This design comes from an exercise in tuning for small area, a short achievable clock period and few clock cycles per item on the open sky130 flow, not from production work.
The RTL was checked by simulation tests, not by an equivalence proof against the original design.

Design mdu_rv64, start of the top module:
module mdu_rv64 #(
    parameter int XLEN = 64
)(
    input  wire                 clk,
    input  wire                 rst_n,
    input  wire                 req_valid,
    output logic                req_ready,
    input  wire [XLEN-1:0]      rs1_data,
    input  wire [XLEN-1:0]      rs2_data,
    input  wire [2:0]           funct3,
    input  wire                 is_word_op,
    output logic                resp_valid,
    output logic [XLEN-1:0]     result
);
    localparam logic [2:0] F3_MUL    = 3'b000;
    localparam logic [2:0] F3_MULH   = 3'b001;
    localparam logic [2:0] F3_MULHSU = 3'b010;
    localparam logic [2:0] F3_MULHU  = 3'b011;
    localparam logic [2:0] F3_DIV    = 3'b100;
    localparam logic [2:0] F3_DIVU   = 3'b101;
    localparam logic [2:0] F3_REM    = 3'b110;
    localparam logic [2:0] F3_REMU   = 3'b111;
    localparam int W = 70;    
    logic st_idle, st_mit, st_mext, st_pre, st_dit, st_fin;
    logic [65:0] X;      
    logic [63:0] Y;      
    logic [65:0] Z;      
    logic [6:0]  cnt;
    logic [2:0]  f_q;
    logic        w_q;
    logic        dvd_neg, dvs_neg;
    logic        one_lo, two_lo, neg_lo, one_hi, two_hi, neg_hi;
  ...
clock: 11.0 ns
lec_check: 0
cap_margin: 20
core_margin: 2
core_utilization: 35
cts_buf_list: sky130_fd_sc_hd__clkbuf_4
place_density: 0.5
setup_slack_margin: 5
slew_margin: 20
run.sh (not shown) runs the stock make flow with config.mk's settings and CLKGATE_MAP_FILE= SYNTH_SCRIPT=/design/flow/synth_recipe.tcl, a recipe that flattens the netlist after the stock synthesis.
Testbench counts at the start, summed over its fixed seeds: cycles 19,835, items 2,400.
==> next run, changes <==
--- a/flow/design.v
+++ b/flow/design.v
@@ -110,19 +110,19 @@
             end
             z6 = z5[1] & z5[0];
             c6 = z5[1] ? {1'b1, c5[4:0]} : {1'b0, c5[9:5]};
             clz64 = {z6, c6 & {6{~z6}}};
         end
     endfunction
     logic [6:0] cd;      
     logic [6:0] cz;      
+    logic       dvs_zero;
     wire [7:0]  sh     = {1'b0, cd} - {1'b0, cz};    
     wire        qzero  = sh[7];
-    wire        dvs_zero = (cd == 7'd64) & ~xe_neg;    
     wire [5:0]  sh6    = sh[6] ? 6'd63 : sh[5:0];
     wire [65:0] dvs_al = $signed(X) <<< sh6;
     wire         qbit  = ~S[W-1];
     wire [63:0]  y_mul = {S[3:0], Y[63:4]};
     wire [63:0]  y_div = {Y[62:0], qbit};
     wire [65:0]  z_div = qbit ? S[65:0] : Z;
     wire [63:0]  rem_dvd = w_q ? {{32{Y[31]}}, Y[31:0]} : Y;    
     wire         need_neg = f_q[1] ? (s1 & dvd_neg) : (s1 & (dvd_neg ^ dvs_neg));
@@ -149,20 +149,21 @@
     wire in_s1   = (funct3 == F3_MUL) || (funct3 == F3_MULH) || (funct3 == F3_MULHSU) ||
                    (funct3 == F3_DIV) || (funct3 == F3_REM);
     wire in_s2   = (funct3 == F3_MUL) || (funct3 == F3_MULH) ||
                    (funct3 == F3_DIV) || (funct3 == F3_REM);
     wire [63:0] in_a = is_word_op ? {{32{in_s1 & rs1_data[31]}}, rs1_data[31:0]} : rs1_data;
     wire [63:0] in_b = is_word_op ? {{32{in_s2 & rs2_data[31]}}, rs2_data[31:0]} : rs2_data;
     wire        in_yneg = in_s1 & in_a[63];
     wire        in_xneg = in_s2 & in_b[63];
+    wire in_dvs_zero = (in_b == 64'd0);
     wire pre_done = ~is_div | dvs_zero | qzero;
     wire done = (st_mit & mlast & ~mulh_ext) | st_mext | (st_pre & pre_done) |
                 (st_dit & last & ~need_neg) | st_fin;
-    assign req_ready = rdy_q | (st_pre & (qzero | dvs_zero));
+    assign req_ready = rdy_q | (st_pre & qzero);
     wire acc = req_ready & req_valid;
     always_ff @(posedge clk or negedge rst_n) begin
         if (!rst_n) begin
             st_idle    <= 1'b1;
             st_mit     <= 1'b0;
             st_mext    <= 1'b0;
             st_pre     <= 1'b0;
             st_dit     <= 1'b0;
@@ -173,17 +174,17 @@
             resp_valid <= done;
             if (req_ready) begin
                 st_idle <= ~req_valid;
                 st_pre  <= req_valid & in_pre;
                 st_mit  <= req_valid & ~in_pre;
                 st_mext <= 1'b0;
                 st_dit  <= 1'b0;
                 st_fin  <= 1'b0;
-                rdy_q   <= ~req_valid | (in_pre & ~funct3[2]);
+                rdy_q   <= ~req_valid | (in_pre & (~funct3[2] | in_dvs_zero));
             end else begin
                 if (st_mit && mlast) begin
                     st_mit  <= 1'b0;
                     st_mext <= 1'b1;
                 end
                 if (st_pre) begin
                     st_pre <= 1'b0;
                     st_dit <= 1'b1;
@@ -231,16 +232,17 @@
         one_lo <= 1'b0; two_lo <= 1'b0; neg_lo <= 1'b0;
         one_hi <= 1'b0; two_hi <= 1'b0; neg_hi <= 1'b0;
         zsel_y <= 1'b0; zsel_z <= 1'b1; zinv <= 1'b0;
         if (req_ready) begin
             X        <= {{2{in_xneg}}, in_b};
             ye_neg   <= in_yneg;
             cd       <= clz64(in_b ^ {64{in_xneg}});
             cz       <= clz64(in_yneg ? {~in_a[62:0], 1'b1} : in_a);
+            dvs_zero <= in_dvs_zero;
             f_q      <= funct3;
             w_q      <= is_word_op;
             mfirst   <= 1'b1;
             if (in_pre) begin
                 zsel_y <= 1'b1;
                 zsel_z <= 1'b0;
                 zinv   <= in_yneg;
             end else begin
What happened: The new run went through all stages and came out clean; clock-buffer cell count rises by 9; global-route usage shrinks by 0.28 points; design area falls slightly; synthesized area drops slightly; wire length decreases by a few percent; clock skew rose by 8.3 ps; utilization hardly moves; worst setup slack improved by 290 ps.
Testbench counts after the change, summed over its fixed seeds: cycles 19,835, items 2,400.

afterwards: timing with drivers on the ports:
No port has a modelled driver above. Below, the same layouts with a new extraction and two added sets of constraints. Step 1, drivers: a clkbuf_16 drives clk and a buf_2 each remaining input, both assumed. Step 2 also shifts input and output timing later by t, the mid clock arrival at the registers, as if the neighbouring blocks saw the same clock. Three values: ideal, step 1, step 2; two values: the first two.
run | t (ns) | setup slack, ns | hold slack, ns
the first run | 1.006 | 4.982 / 4.907 / 4.422 | 0.508 / 0.508 / 0.508
the second run | 1.013 | 5.276 / 5.276 / 4.657 | 0.544 / 0.544 / 0.544
After both steps setup and hold are still met in every run listed. The setup slack of the second run, which loses most, moves by 0.000 ns with the drivers and by -0.619 ns with both steps.
